This design comes from an exercise in tuning for small area, a short achievable clock period and few clock cycles on the open sky130 flow, not from production work.
No functional check of the RTL was part of any run shown here.

==> flow/design.v (outline; a module is shown in full before it is edited, if it fits) <==
// module mult: 1975 lines
// module mult_fa: 4 lines
// module mult_ha: 4 lines
module mult #(parameter XLEN = 32, parameter NUM_STAGE = 4)
(
    input clock, reset,
    input start,
    input [1:0] sign,
    input [XLEN-1:0] mcand, mplier,
    output [(2*XLEN)-1:0] product,
    output logic done
);
  // ...
==> flow/flow/run.sh <==
#!/bin/bash
set -euo pipefail
bash standard.sh SETUP_SLACK_MARGIN=6.6 "BUFFER_PORTS_ARGS=-buffer_cell sky130_fd_sc_hd__buf_2" finish > flow_make.log 2>&1
==> flow/standard.sh <==
#!/bin/bash
# synth_recipe.tcl (not shown) runs the flow's synth.tcl, then flattens the netlist and writes it again
# the make line also repeats each setting of config.mk as NAME=value (left out here)
make -C /OpenROAD-flow-scripts/flow DESIGN_CONFIG=/design/flow/config.mk WORK_HOME=/design/flow/orfs CLKGATE_MAP_FILE= SYNTH_SCRIPT=/design/flow/synth_recipe.tcl "${@:-finish}"
==> flow/config.mk <==
export PLATFORM = sky130hd
export DESIGN_NAME = mult
export DESIGN_NICKNAME = mult
export VERILOG_FILES = /design/flow/design.v
export SDC_FILE = /design/flow/constraint.sdc
export NUM_CORES = 4
export LEC_CHECK = 0
export ABC_AREA = 1
export CAP_MARGIN = 20
export CORE_MARGIN = 2
export CORE_UTILIZATION = 40
export CTS_CLUSTER_DIAMETER = 150
export CTS_CLUSTER_SIZE = 25
export PLACE_DENSITY = 0.6
export SLEW_MARGIN = 20
export SYNTH_HIERARCHICAL = 1
==> flow/constraint.sdc <==
create_clock -name core_clock -period 10.0 [get_ports {clock}]
set_input_delay 2.0000 -clock core_clock [delete_from_list [all_inputs] [get_ports {clock}]]
set_output_delay 2.0000 -clock core_clock [all_outputs]
set_load 0.01 [all_outputs]
==> run summary, run 1 <==
simple logic cell fraction of the synthesized area 10.8%; Tap Cells 1,070; root buffer cell clkbuf_16; via count 27.0k; Sink Count 362; status finished clean; Largest Register t4; count of multi-input gates 2,684; CTS Buffer Depth 3; XOR/XNOR Fraction of Synth Area 16.0%; Layout area overhead 7.45%; Core Region 0.0824 mm2; kind of critical path flip-flop to flip-flop; EDFF count, synth 0; Routed WL 118 mm; Cell variety after synth 28; adder-cell share of the synthesized area 32.9%; hold_buf cts 0; WHS 0.408 ns; GR Util met3 7.87%; Clock-cell share 1.50%; Layout clock buffers 20; non-clk buf share 4.15%; met2 usage 42.1%; count of flip-flops and latches 362
==> run 2: changes to the inputs <==
--- a/flow/design.v
+++ b/flow/design.v
@@ -684,27 +684,27 @@
     mult_fa u13 (.a(pp3_26), .b(pp4_24), .c(pp5_22), .s(s32_13), .co(c32_13));
     wire s32_14, c32_14;
     mult_fa u14 (.a(pp6_20), .b(pp7_18), .c(pp8_16), .s(s32_14), .co(c32_14));
     wire s32_15, c32_15;
     mult_fa u15 (.a(pp9_14), .b(pp10_12), .c(pp11_10), .s(s32_15), .co(c32_15));
     wire hs32_8, hc32_8;
     mult_ha v8 (.a(pp12_8), .b(pp13_6), .s(hs32_8), .co(hc32_8));
     wire s33_16, c33_16;
-    mult_fa u16 (.a(1'b1), .b(pp0_33), .c(pp1_31), .s(s33_16), .co(c33_16));
+    mult_fa1 u16 (.b(pp0_33), .c(pp1_31), .s(s33_16), .co(c33_16));
     wire s33_17, c33_17;
     mult_fa u17 (.a(pp2_29), .b(pp3_27), .c(pp4_25), .s(s33_17), .co(c33_17));
     wire s33_18, c33_18;
     mult_fa u18 (.a(pp5_23), .b(pp6_21), .c(pp7_19), .s(s33_18), .co(c33_18));
     wire s33_19, c33_19;
     mult_fa u19 (.a(pp8_17), .b(pp9_15), .c(pp10_13), .s(s33_19), .co(c33_19));
     wire s33_20, c33_20;
     mult_fa u20 (.a(pp11_11), .b(pp12_9), .c(pp13_7), .s(s33_20), .co(c33_20));
     wire s34_21, c34_21;
-    mult_fa u21 (.a(1'b1), .b(pp1_32), .c(pp2_30), .s(s34_21), .co(c34_21));
+    mult_fa1 u21 (.b(pp1_32), .c(pp2_30), .s(s34_21), .co(c34_21));
     wire s34_22, c34_22;
     mult_fa u22 (.a(pp3_28), .b(pp4_26), .c(pp5_24), .s(s34_22), .co(c34_22));
     wire s34_23, c34_23;
     mult_fa u23 (.a(pp6_22), .b(pp7_20), .c(pp8_18), .s(s34_23), .co(c34_23));
     wire s34_24, c34_24;
     mult_fa u24 (.a(pp9_16), .b(pp10_14), .c(pp11_12), .s(s34_24), .co(c34_24));
     wire hs34_9, hc34_9;
     mult_ha v9 (.a(pp12_10), .b(pp13_8), .s(hs34_9), .co(hc34_9));
@@ -712,47 +712,48 @@
     mult_fa u25 (.a(pp1_33), .b(pp2_31), .c(pp3_29), .s(s35_25), .co(c35_25));
     wire s35_26, c35_26;
     mult_fa u26 (.a(pp4_27), .b(pp5_25), .c(pp6_23), .s(s35_26), .co(c35_26));
     wire s35_27, c35_27;
     mult_fa u27 (.a(pp7_21), .b(pp8_19), .c(pp9_17), .s(s35_27), .co(c35_27));
     wire s35_28, c35_28;
     mult_fa u28 (.a(pp10_15), .b(pp11_13), .c(pp12_11), .s(s35_28), .co(c35_28));
     wire s36_29, c36_29;
-    mult_fa u29 (.a(1'b1), .b(pp2_32), .c(pp3_30), .s(s36_29), .co(c36_29));
+    mult_fa1 u29 (.b(pp2_32), .c(pp3_30), .s(s36_29), .co(c36_29));
     wire s36_30, c36_30;
     mult_fa u30 (.a(pp4_28), .b(pp5_26), .c(pp6_24), .s(s36_30), .co(c36_30));
     wire s36_31, c36_31;
     mult_fa u31 (.a(pp7_22), .b(pp8_20), .c(pp9_18), .s(s36_31), .co(c36_31));
     wire hs36_10, hc36_10;
     mult_ha v10 (.a(pp10_16), .b(pp11_14), .s(hs36_10), .co(hc36_10));
     wire s37_32, c37_32;
     mult_fa u32 (.a(pp2_33), .b(pp3_31), .c(pp4_29), .s(s37_32), .co(c37_32));
     wire s37_33, c37_33;
     mult_fa u33 (.a(pp5_27), .b(pp6_25), .c(pp7_23), .s(s37_33), .co(c37_33));
     wire s37_34, c37_34;
     mult_fa u34 (.a(pp8_21), .b(pp9_19), .c(pp10_17), .s(s37_34), .co(c37_34));
     wire s38_35, c38_35;
-    mult_fa u35 (.a(1'b1), .b(pp3_32), .c(pp4_30), .s(s38_35), .co(c38_35));
+    mult_fa1 u35 (.b(pp3_32), .c(pp4_30), .s(s38_35), .co(c38_35));
     wire s38_36, c38_36;
     mult_fa u36 (.a(pp5_28), .b(pp6_26), .c(pp7_24), .s(s38_36), .co(c38_36));
     wire hs38_11, hc38_11;
     mult_ha v11 (.a(pp8_22), .b(pp9_20), .s(hs38_11), .co(hc38_11));
     wire s39_37, c39_37;
     mult_fa u37 (.a(pp3_33), .b(pp4_31), .c(pp5_29), .s(s39_37), .co(c39_37));
     wire s39_38, c39_38;
     mult_fa u38 (.a(pp6_27), .b(pp7_25), .c(pp8_23), .s(s39_38), .co(c39_38));
     wire s40_39, c40_39;
-    mult_fa u39 (.a(1'b1), .b(pp4_32), .c(pp5_30), .s(s40_39), .co(c40_39));
+    mult_fa1 u39 (.b(pp4_32), .c(pp5_30), .s(s40_39), .co(c40_39));
     wire hs40_12, hc40_12;
     mult_ha v12 (.a(pp6_28), .b(pp7_26), .s(hs40_12), .co(hc40_12));
     wire s41_40, c41_40;
     mult_fa u40 (.a(pp4_33), .b(pp5_31), .c(pp6_29), .s(s41_40), .co(c41_40));
     wire hs42_13, hc42_13;
-    mult_ha v13 (.a(1'b1), .b(pp5_32), .s(hs42_13), .co(hc42_13));
+    assign hs42_13 = ~pp5_32;
+    assign hc42_13 = pp5_32;
     wire hs16_14, hc16_14;
     mult_ha v14 (.a(pp0_16), .b(pp1_14), .s(hs16_14), .co(hc16_14));
     wire hs17_15, hc17_15;
     mult_ha v15 (.a(pp0_17), .b(pp1_15), .s(hs17_15), .co(hc17_15));
     wire s18_41, c18_41;
     mult_fa u41 (.a(pp0_18), .b(pp1_16), .c(pp2_14), .s(s18_41), .co(c18_41));
     wire hs18_16, hc18_16;
     mult_ha v16 (.a(pp3_12), .b(pp4_10), .s(hs18_16), .co(hc18_16));
@@ -944,47 +945,48 @@
     mult_fa u129 (.a(pp5_33), .b(pp6_31), .c(pp7_29), .s(s43_129), .co(c43_129));
     wire s43_130, c43_130;
     mult_fa u130 (.a(pp8_27), .b(pp9_25), .c(pp10_23), .s(s43_130), .co(c43_130));
     wire s43_131, c43_131;
     mult_fa u131 (.a(pp11_21), .b(pp12_19), .c(pp13_17), .s(s43_131), .co(c43_131));
     wire s43_132, c43_132;
     mult_fa u132 (.a(pp14_15), .b(pp15_13), .c(pp16_11), .s(s43_132), .co(c43_132));
     wire s44_133, c44_133;
-    mult_fa u133 (.a(1'b1), .b(pp6_32), .c(pp7_30), .s(s44_133), .co(c44_133));
+    mult_fa1 u133 (.b(pp6_32), .c(pp7_30), .s(s44_133), .co(c44_133));
     wire s44_134, c44_134;
     mult_fa u134 (.a(pp8_28), .b(pp9_26), .c(pp10_24), .s(s44_134), .co(c44_134));
     wire s44_135, c44_135;
     mult_fa u135 (.a(pp11_22), .b(pp12_20), .c(pp13_18), .s(s44_135), .co(c44_135));
     wire hs44_22, hc44_22;
     mult_ha v22 (.a(pp14_16), .b(pp15_14), .s(hs44_22), .co(hc44_22));
     wire s45_136, c45_136;
     mult_fa u136 (.a(pp6_33), .b(pp7_31), .c(pp8_29), .s(s45_136), .co(c45_136));
     wire s45_137, c45_137;
     mult_fa u137 (.a(pp9_27), .b(pp10_25), .c(pp11_23), .s(s45_137), .co(c45_137));
     wire s45_138, c45_138;
     mult_fa u138 (.a(pp12_21), .b(pp13_19), .c(pp14_17), .s(s45_138), .co(c45_138));
     wire s46_139, c46_139;
-    mult_fa u139 (.a(1'b1), .b(pp7_32), .c(pp8_30), .s(s46_139), .co(c46_139));
+    mult_fa1 u139 (.b(pp7_32), .c(pp8_30), .s(s46_139), .co(c46_139));
     wire s46_140, c46_140;
     mult_fa u140 (.a(pp9_28), .b(pp10_26), .c(pp11_24), .s(s46_140), .co(c46_140));
     wire hs46_23, hc46_23;
     mult_ha v23 (.a(pp12_22), .b(pp13_20), .s(hs46_23), .co(hc46_23));
     wire s47_141, c47_141;
     mult_fa u141 (.a(pp7_33), .b(pp8_31), .c(pp9_29), .s(s47_141), .co(c47_141));
     wire s47_142, c47_142;
     mult_fa u142 (.a(pp10_27), .b(pp11_25), .c(pp12_23), .s(s47_142), .co(c47_142));
     wire s48_143, c48_143;
-    mult_fa u143 (.a(1'b1), .b(pp8_32), .c(pp9_30), .s(s48_143), .co(c48_143));
+    mult_fa1 u143 (.b(pp8_32), .c(pp9_30), .s(s48_143), .co(c48_143));
     wire hs48_24, hc48_24;
     mult_ha v24 (.a(pp10_28), .b(pp11_26), .s(hs48_24), .co(hc48_24));
     wire s49_144, c49_144;
     mult_fa u144 (.a(pp8_33), .b(pp9_31), .c(pp10_29), .s(s49_144), .co(c49_144));
     wire hs50_25, hc50_25;
-    mult_ha v25 (.a(1'b1), .b(pp9_32), .s(hs50_25), .co(hc50_25));
+    assign hs50_25 = ~pp9_32;
+    assign hc50_25 = pp9_32;
     wire hs10_26, hc10_26;
     mult_ha v26 (.a(pp0_10), .b(pp1_8), .s(hs10_26), .co(hc10_26));
     wire hs11_27, hc11_27;
     mult_ha v27 (.a(pp0_11), .b(pp1_9), .s(hs11_27), .co(hc11_27));
     wire s12_145, c12_145;
     mult_fa u145 (.a(pp0_12), .b(pp1_10), .c(pp2_8), .s(s12_145), .co(c12_145));
     wire hs12_28, hc12_28;
     mult_ha v28 (.a(pp3_6), .b(pp4_4), .s(hs12_28), .co(hc12_28));
@@ -1216,33 +1218,34 @@
     mult_fa u255 (.a(pp16_18), .b(hs50_25), .c(c49_144), .s(s50_255), .co(c50_255));
     wire s51_256, c51_256;
     mult_fa u256 (.a(pp9_33), .b(pp10_31), .c(pp11_29), .s(s51_256), .co(c51_256));
     wire s51_257, c51_257;
     mult_fa u257 (.a(pp12_27), .b(pp13_25), .c(pp14_23), .s(s51_257), .co(c51_257));
     wire s51_258, c51_258;
     mult_fa u258 (.a(pp15_21), .b(pp16_19), .c(hc50_25), .s(s51_258), .co(c51_258));
     wire s52_259, c52_259;
-    mult_fa u259 (.a(1'b1), .b(pp10_32), .c(pp11_30), .s(s52_259), .co(c52_259));
+    mult_fa1 u259 (.b(pp10_32), .c(pp11_30), .s(s52_259), .co(c52_259));
     wire s52_260, c52_260;
     mult_fa u260 (.a(pp12_28), .b(pp13_26), .c(pp14_24), .s(s52_260), .co(c52_260));
     wire hs52_32, hc52_32;
     mult_ha v32 (.a(pp15_22), .b(pp16_20), .s(hs52_32), .co(hc52_32));
     wire s53_261, c53_261;
     mult_fa u261 (.a(pp10_33), .b(pp11_31), .c(pp12_29), .s(s53_261), .co(c53_261));
     wire s53_262, c53_262;
     mult_fa u262 (.a(pp13_27), .b(pp14_25), .c(pp15_23), .s(s53_262), .co(c53_262));
     wire s54_263, c54_263;
-    mult_fa u263 (.a(1'b1), .b(pp11_32), .c(pp12_30), .s(s54_263), .co(c54_263));
+    mult_fa1 u263 (.b(pp11_32), .c(pp12_30), .s(s54_263), .co(c54_263));
     wire hs54_33, hc54_33;
     mult_ha v33 (.a(pp13_28), .b(pp14_26), .s(hs54_33), .co(hc54_33));
     wire s55_264, c55_264;
     mult_fa u264 (.a(pp11_33), .b(pp12_31), .c(pp13_29), .s(s55_264), .co(c55_264));
     wire hs56_34, hc56_34;
-    mult_ha v34 (.a(1'b1), .b(pp12_32), .s(hs56_34), .co(hc56_34));
+    assign hs56_34 = ~pp12_32;
+    assign hc56_34 = pp12_32;
     wire hs6_35, hc6_35;
     mult_ha v35 (.a(pp0_6), .b(pp1_4), .s(hs6_35), .co(hc6_35));
     wire hs7_36, hc7_36;
     mult_ha v36 (.a(pp0_7), .b(pp1_5), .s(hs7_36), .co(hc7_36));
     wire s8_265, c8_265;
     mult_fa u265 (.a(pp0_8), .b(pp1_6), .c(pp2_4), .s(s8_265), .co(c8_265));
     wire hs8_37, hc8_37;
     mult_ha v37 (.a(pp3_2), .b(pp4_0), .s(hs8_37), .co(hc8_37));
@@ -1438,25 +1441,26 @@
     mult_fa u359 (.a(pp13_30), .b(pp14_28), .c(pp15_26), .s(s56_359), .co(c56_359));
     wire s56_360, c56_360;
     mult_fa u360 (.a(pp16_24), .b(hs56_34), .c(c55_264), .s(s56_360), .co(c56_360));
     wire s57_361, c57_361;
     mult_fa u361 (.a(pp12_33), .b(pp13_31), .c(pp14_29), .s(s57_361), .co(c57_361));
     wire s57_362, c57_362;
     mult_fa u362 (.a(pp15_27), .b(pp16_25), .c(hc56_34), .s(s57_362), .co(c57_362));
     wire s58_363, c58_363;
-    mult_fa u363 (.a(1'b1), .b(pp13_32), .c(pp14_30), .s(s58_363), .co(c58_363));
+    mult_fa1 u363 (.b(pp13_32), .c(pp14_30), .s(s58_363), .co(c58_363));
     wire hs58_39, hc58_39;
     mult_ha v39 (.a(pp15_28), .b(pp16_26), .s(hs58_39), .co(hc58_39));
     wire s59_364, c59_364;
     mult_fa u364 (.a(pp13_33), .b(pp14_31), .c(pp15_29), .s(s59_364), .co(c59_364));
     wire hs60_40, hc60_40;
-    mult_ha v40 (.a(1'b1), .b(pp14_32), .s(hs60_40), .co(hc60_40));
+    assign hs60_40 = ~pp14_32;
+    assign hc60_40 = pp14_32;
     wire s62_365, c62_365;
-    mult_fa u365 (.a(1'b1), .b(pp15_32), .c(pp16_30), .s(s62_365), .co(c62_365));
+    mult_fa1 u365 (.b(pp15_32), .c(pp16_30), .s(s62_365), .co(c62_365));
     wire s61_366, c61_366;
     mult_fa u366 (.a(pp14_33), .b(pp15_31), .c(pp16_29), .s(s61_366), .co(c61_366));
     wire s60_367, c60_367;
     mult_fa u367 (.a(pp15_30), .b(pp16_28), .c(hs60_40), .s(s60_367), .co(c60_367));
     wire s59_368, c59_368;
     mult_fa u368 (.a(pp16_27), .b(hc58_39), .c(c58_363), .s(s59_368), .co(c59_368));
     wire s58_369, c58_369;
     mult_fa u369 (.a(hs58_39), .b(c57_361), .c(s58_363), .s(s58_369), .co(c58_369));
@@ -1972,12 +1976,16 @@
         else vld <= {vld[1:0], start};
     end
     assign done = vld[2];
 endmodule
 module mult_fa (input a, b, c, output s, co);
     assign s = a ^ b ^ c;
     assign co = (a & b) | (a & c) | (b & c);
 endmodule
+module mult_fa1 (input b, c, output s, co);
+    assign s = ~(b ^ c);
+    assign co = b | c;
+endmodule
 module mult_ha (input a, b, output s, co);
     assign s = a ^ b;
     assign co = a & b;
 endmodule
==> flow/flow/run.sh (replaced) <==
#!/bin/bash
set -euo pipefail
bash standard.sh SETUP_SLACK_MARGIN=6.8 "BUFFER_PORTS_ARGS=-buffer_cell sky130_fd_sc_hd__buf_2" finish > flow_make.log 2>&1
==> flow/config.mk (replaced) <==
export PLATFORM = sky130hd
export DESIGN_NAME = mult
export DESIGN_NICKNAME = mult
export VERILOG_FILES = /design/flow/design.v
export SDC_FILE = /design/flow/constraint.sdc
export NUM_CORES = 4
export LEC_CHECK = 0
export ABC_AREA = 1
export CAP_MARGIN = 20
export CORE_MARGIN = 2
export CORE_UTILIZATION = 40
export CTS_CLUSTER_DIAMETER = 120
export CTS_CLUSTER_SIZE = 22
export PLACE_DENSITY = 0.6
export SLEW_MARGIN = 20
export SYNTH_HIERARCHICAL = 1
==> run 2 against run 1 <==
Effect of this change: still clean on timing, DRC and antenna; hold slack better by 0.0028 ns; critical path depth unchanged; count of clock-buffer cells in the layout up 4; final area up 5.0%.
==> run summary, run 2 <==
status finished clean; Detail Placement HPWL 84.0 mm; Layout area overhead 12.6%; min cycle time layout 3.23 ns; crit path cell chain o21ai_0 -> xor2_1 -> fa_1 -> fa_1 -> fa_1 -> fa_1; Remaining DRCs 0; Largest Register t4; antenna-violating nets left 0; DIE AREA 0.0860 mm2; wire per inst 25.5 um; Core Region 0.0833 mm2 (+1.1%); Skew-Pair Late Insertion Delay 0.61 ns; Gate Count Post-Synth 3,738; first-pass GRT wire length 180 mm; Ports 134; CTS tree done; Pre-antenna DRT Iters 5; CP Buf/Inv Count 0; Tcrit/Tclk final 32.3%; Synth area leader fa_1; Die Ht 293 um; Congestion Overflow GR 0; Crit. End Element flip-flop; GRT Util Overall 28.2%; Max FO, Critical Path 3; vias per inst 5.67; port buffer count 133; Placer Congestion 0.956; post-synth top area share 28.2%; asr flop ratio synth 0%; Fill cells 8,151; Cell variety after synth 27 (-3.6%); WHS 0.411 ns (+0.00283 ns); Worst Skew 0.0331 ns; number of flip-flops in the largest register 212; commonest cells after routing, fill and taps aside nand2_1 (626), xor2_1 (580), o22ai_1 (468), fa_1 (459), inv_1 (415); WP data arrival 3.73 ns; max-slew violations 0; Slew @ Worst Pin 0.904 ns; kind of critical path flip-flop to flip-flop; Routed WL 124 mm (+5.0%); Fin. Hold Viols 0; delay-heaviest family, CP adder cells; Avg Synthesized Cell Area 8.95 um2; initial antenna violation count 9; Post-synth top cells nand2_1 (629), xor2_1 (597), o22ai_1 (512); share of layout cells above drive strength 1 14.4%; RSZ-0062 raised after global routing yes; Final setup viols 0; nets 4,408; cell with the most instances after synthesis nand2_1; Initial Util 40.2%; max-cap viol count 0; clk slew on worst S/H paths 0.10 ns; setup_tns 0 ns; CTS Buffer Depth 3 (unchanged); vias in the first global route 27.6k; Ys Warns 7; dominant cells by area after synthesis fa_1 (28%), dfxtp_1 (22%), xor2_1 (16%); hold_buf cts 0 (unchanged); final core occ 45.2%; Top Registers t4 (212), p (64), ar (33); HP Class flip-flop to flip-flop; Reg-to-Reg Start one[11]; Hold Startpoint vld[0]; crit start category flip-flop; Die W 293 um; Post-synth top flop dfxtp_1; max_slew headroom 39.1%; CTS Buf Count 23; crit path max-delay cell type o21ai_0; Post-Syn Area 0.0334 mm2; FP Rows 106; H-tree depth 1; CP required 10.50 ns; achievable frequency 310 MHz; EDFF count, synth 0 (unchanged); CP dominant cell by count fa_1; 1st-iter DRT viols 3,188; CP startpoint one[11]; pre-CTS WS 6.15 ns; Sink Count 362 (unchanged); Yosys reg bits 362; fin worst setup slack 6.77 ns; commonest non-fill, non-tap cell in the layout nand2_1; largest net degree at the start of global routing 36; via count 27.5k (+1.9%); Seq/Total Area, Yosys 21.7%; root buffer cell clkbuf_16; CP peak stage delay 0.61 ns
run 2: kinds of logic (layout without fill, tap and decap cells):
family / Yosys count / count (layout) / share of synthesized area, %
adder cells (fa/ha/maj): 583 / 583 / 32.4
AO/OA/AOI/OAI: 575 / 575 / 10.6
XOR/XNOR: 610 / 610 / 16.0
buffers and inverters: 712 / 742 / 8.18
AND/OR/NAND/NOR: 882 / 882 / 10.7
flip-flops: 362 / 362 / 21.7
multiplexers: 14 / 14 / 0.471
other: 0 / 6 / 0
run 2: per-stage QoR:
stage,instance area [um2],cells
2_1_floorplan,33400,3738
3_3_place_gp,35000,4763
3_5_place_dp,35000,4763
4_1_cts,36300,4820
5_1_grt,37700,4849
6_report,37700,4854
run 2: final timing paths:
kind                   to  slack [ns]  depth (start not counted)
setup / recovery  t4[197]        6.77                          6
hold / removal     vld[1]        0.41                          2
setup reg to reg  t4[197]        6.77                          6
hold reg to reg    vld[1]        0.41                          2
run 2: final cells by class:
cell class	count	area (um2)	share of cell area (%)
multi-input cells	2664	24100	63.9
repair buffers	254	2350	6.25
clock inverters	13	159	0.422
clock buffers	24	589	1.56
inverters	448	1750	4.65
flip-flops and latches	362	7340	19.5
diodes	6	15.0	0.0398
repair inverters	3	20.0	0.0531
well taps	1080	1350	3.59
run 2: per-layer routing:
metal	GRT usage (%)	vias to the layer above	wire, um
li1	-	11952	-
met1	36.2	13419	47700
met2	43.5	1818	54700
met3	9.30	329	15500
met4	12.0	6	5990
met5	0	-	32
run 2: tightest hold or removal path, stage by stage (launching register included):
cell     delay (ns)
dfxtp_1        0.31
inv_1          0.04
nor2_1         0.03
run 2: modules after synthesis (local to each module, per instance):
module / times used / area (um2) / flip-flops and latches / cells inside
mult: 1 / 23200 / 362 / 3167
mult_fa1: 12 / 27.5 / 0 / 5
mult_ha: 39 / 12.5 / 0 / 1
mult_fa: 472 / 20.0 / 0 / 1
run 2: repair_timing:
item	CTS	global route
buffers inserted	18	20
pin swaps	0	26
gates cloned	2	8
gates resized for setup	109	268
endpoints found under the setup margin	83	66
==> run 3: changes to the inputs <==
==> flow/flow/run.sh (replaced) <==
#!/bin/bash
set -euo pipefail
bash standard.sh SETUP_SLACK_MARGIN=6.6 "BUFFER_PORTS_ARGS=-buffer_cell sky130_fd_sc_hd__buf_2" finish > flow_make.log 2>&1
--- a/flow/config.mk
+++ b/flow/config.mk
@@ -6,10 +6,10 @@
 export NUM_CORES = 4
 export LEC_CHECK = 0
-export ABC_AREA = 1
+export ABC_AREA = 0
 export CAP_MARGIN = 20
 export CORE_MARGIN = 2
 export CORE_UTILIZATION = 40
-export CTS_CLUSTER_DIAMETER = 120
-export CTS_CLUSTER_SIZE = 22
+export CTS_CLUSTER_DIAMETER = 100
+export CTS_CLUSTER_SIZE = 20
 export PLACE_DENSITY = 0.6
 export SLEW_MARGIN = 20
==> run 3 against run 2 <==
Effect of this change: via count is 13% lower; final area fell by 4.6%; clock skew shrank 0.0083 ns; largest cell class unchanged; highest routed layer is now met4.
==> run summary, run 3 <==
reg-to-reg slack, setup 6.29 ns (-0.48 ns); max-cap viol count 0 (unchanged); DIE AREA 0.0824 mm2 (-4.2%); via count 24.0k (-13%); Sink Count 362 (unchanged); Pre-antenna DRT Iters 6 (+1); status finished clean; CTS Buf Count 25 (+8.7%); Avg Synthesized Cell Area 10.6 um2 (+18%); nets 3,612 (-18%); GRT Util Overall 25.8% (-2.4 points); reg2reg path depth 11 (+5); antenna-violating nets left 0 (unchanged); commonest cells after routing, fill and taps aside xnor2_1 (589), a22oi_1 (512), fa_1 (471), dfxtp_1 (303), buf_2 (133); crit path cell chain fa_1 -> fa_1 -> ha_2 -> nand4_1 -> nor3_2 -> nand4_1 -> o2111ai_4 -> a211oi_4 -> buf_6 -> a221o_1 -> nor4_2; vias in the first global route 25.5k (-7.6%); Reg-to-Reg Start t4[140]; number of flip-flops in the largest register 212 (unchanged); Ys Warns 7 (unchanged); Fin. Hold Viols 0 (unchanged); Remaining DRCs 0 (unchanged); CTS Buffer Depth 3 (unchanged); Tcrit/Tclk final 37.1% (+4.8 points); clk slew on worst S/H paths 0.09 ns (about the same); H-tree depth 1 (unchanged); Post-synth top flop dfxtp_1; Post-Syn Area 0.0320 mm2 (-4.2%); initial antenna violation count 0 (-9); Top Registers t4 (212), p (64), ar (33); setup_tns 0 ns (unchanged); Fill cells 7,407 (-9.1%); Congestion Overflow GR 0 (unchanged); Ports 134 (unchanged); delay-heaviest family, CP adder cells; Cell variety after synth 60 (+120%); WHS 0.446 ns (+0.0353 ns); Slew @ Worst Pin 0.932 ns (+0.0286 ns); Layout area overhead 12.2%; Hold Startpoint vld[0]; Gate Count Post-Synth 3,032 (-19%); asr flop ratio synth 0% (unchanged); 1st-iter DRT viols 2,315 (-27%); cell with the most instances after synthesis xnor2_1; min cycle time layout 3.71 ns (+0.481 ns); max_slew headroom 37.8% (-1.3 points); Die Ht 287 um (-2.1%); Largest Register t4; Core Region 0.0791 mm2 (-5.0%); Worst Skew 0.0248 ns (-0.00826 ns); largest net degree at the start of global routing 36 (unchanged); crit start category flip-flop; wire per inst 26.9 um (+5.3%); CP required 10.52 ns (+0.02 ns); Post-Place Cell Area 0.0332 mm2 (-5.1%); EDFF count, synth 0 (unchanged); crit path max-delay cell type fa_1; max-slew violations 0 (unchanged); R2R Path End p[63]; CP Buf/Inv Count 1 (+1); CP peak stage delay 0.58 ns (-0.03 ns); FP Rows 103 (-2.8%); Hold Crit Depth 1 (-1); achievable frequency 270 MHz (-13%); Crit. End Element flip-flop; Yosys reg bits 362 (unchanged); Seq/Total Area, Yosys 22.6% (+0.95 points); WP data arrival 4.23 ns (+0.50 ns); commonest non-fill, non-tap cell in the layout xnor2_1; Detail Placement HPWL 68.9 mm (-18%); WHS Endpoint vld[1]; Post-synth top cells xnor2_1 (596), a22oi_1 (513), fa_1 (472); root buffer cell clkbuf_16; vias per inst 5.96 (+5.2%); post-synth top area share 29.5% (+1.2 points); Final setup viols 0 (unchanged); first-pass GRT wire length 162 mm (-10%); Routed WL 108 mm (-13%); kind of critical path flip-flop to flip-flop; Skew-Pair Late Insertion Delay 0.61 ns (about the same); Die W 287 um (-2.1%); Initial Util 40.5% (+0.33 points); share of layout cells above drive strength 1 16.7% (+2.3 points); port buffer count 133 (unchanged); HP Class flip-flop to flip-flop; CTS tree done; fin worst setup slack 6.29 ns (-0.481 ns); Synth area leader fa_1; Max FO, Critical Path 6 (+3); hold_buf cts 0 (unchanged); final core occ 45.4% (+0.19 points); Placer Congestion 0.864 (-9.6%); dominant cells by area after synthesis fa_1 (29%), dfxtp_1 (23%), xnor2_1 (16%); RSZ-0062 raised after global routing yes; pre-CTS WS 5.68 ns (-0.471 ns); Final Cell Area 0.0359 mm2 (-4.6%)
-- run 3: worst max path at each step --
stage / endpoint / startpoint / slack (ns) / cells after the start
4_1_cts: p[63] / t4[38] / 6.34 / 14
6_report: p[63] / t4[140] / 6.29 / 11
3_3_place_gp: p[60] / t4[32] / 5.69 / 12
2_1_floorplan: p[32] / t4[32] / 6.64 / 12
5_1_grt: p[63] / t4[140] / 6.16 / 11
3_5_place_dp: p[60] / t4[32] / 5.68 / 12
-- run 3: per-stage QoR --
stage               std cells
finish                   4020
global route             4019
CTS                      3997
detailed placement       3927
global placement         3927
floorplan                3032
-- run 3: routing by layer --
| metal | global-route usage, % | up-vias | share of wire [%] |
|---|---|---|---|
| met5 | 0 | - | 0 |
| met4 | 12.5 | 0 | 5.3 |
| met2 | 40.5 | 1527 | 45 |
| met1 | 33.4 | 12019 | 39 |
| met3 | 6.18 | 320 | 11 |
| li1 | - | 10103 | - |
-- run 3: timing repair --
action,in CTS,in global routing
setup buffers,34,22
endpoints found under the setup margin,72,44
gates resized for setup,204,91
pin swaps,69,35
-- run 3: area by class of cell --
class | instances | area (um2) | area share [%]
multi-input cells | 2255 | 24300 | 67.7
repair buffers | 250 | 1920 | 5.34
inverters | 66 | 253 | 0.703
diodes | 1 | 2.50 | 0.00696
well taps | 1050 | 1310 | 3.65
clock buffers | 28 | 647 | 1.80
flip-flops and latches | 362 | 7380 | 20.5
clock inverters | 8 | 98.8 | 0.275
-- run 3: per-module statistics from Yosys, one instance, submodules excluded --
module	copies in the design	area [um2]	flops+latches
mult	1	21800	362
mult_fa	472	20.0	0
mult_fa1	12	27.5	0
mult_ha	39	12.5	0
-- run 3: worst register-to-register path, cell delays in order, from the launching register on --
cell       delay (ns)
dfxtp_1          0.32
fa_1             0.58
fa_1             0.45
ha_2             0.42
nand4_1          0.18
nor3_2           0.37
nand4_1          0.20
o2111ai_4        0.35
a211oi_4         0.13
buf_6            0.15
a221o_1          0.33
nor4_2           0.15
-- run 3: cell families (layout without fill, tap and decap cells) --
kind of cell	after synthesis	after routing	synth area share, %
AOI/OAI and AO/OA	746	746	16.7
xor gates and xnor gates	652	652	17.8
adders and majority gates	583	583	33.8
buffers and inverters	415	352	4.90
DFF	362	362	22.6
and+or+nand+nor	274	274	4.11
other	0	1	0

## what the ideal ports hide
No port has a modelled driver above. Below, the same layouts with a new extraction and two added sets of constraints. Step 1 sets driving cells, clkbuf_16 on the clock port and buf_2 on the other inputs (assumed; they add their load-dependent delay and slew). Step 2 times the ports against the registers' clock, not the clock port: input delays grow and output delays shrink by t, the midpoint of the rising clock arrivals with the driver on. Slacks: no drivers / after step 1 / after step 2; pairs: no drivers / after step 1.
run | t, ns | setup slack, ns | worst register clock-pin slew, ns
run 1 | 0.635 | 6.608 / 6.608 / 6.608 | 0.12 / 0.12
run 2 | 0.669 | 6.771 / 6.771 / 6.771 | 0.10 / 0.10
run 3 | 0.661 | 6.290 / 6.290 / 6.290 | 0.09 / 0.09
After both steps setup and hold are still met in every run listed.
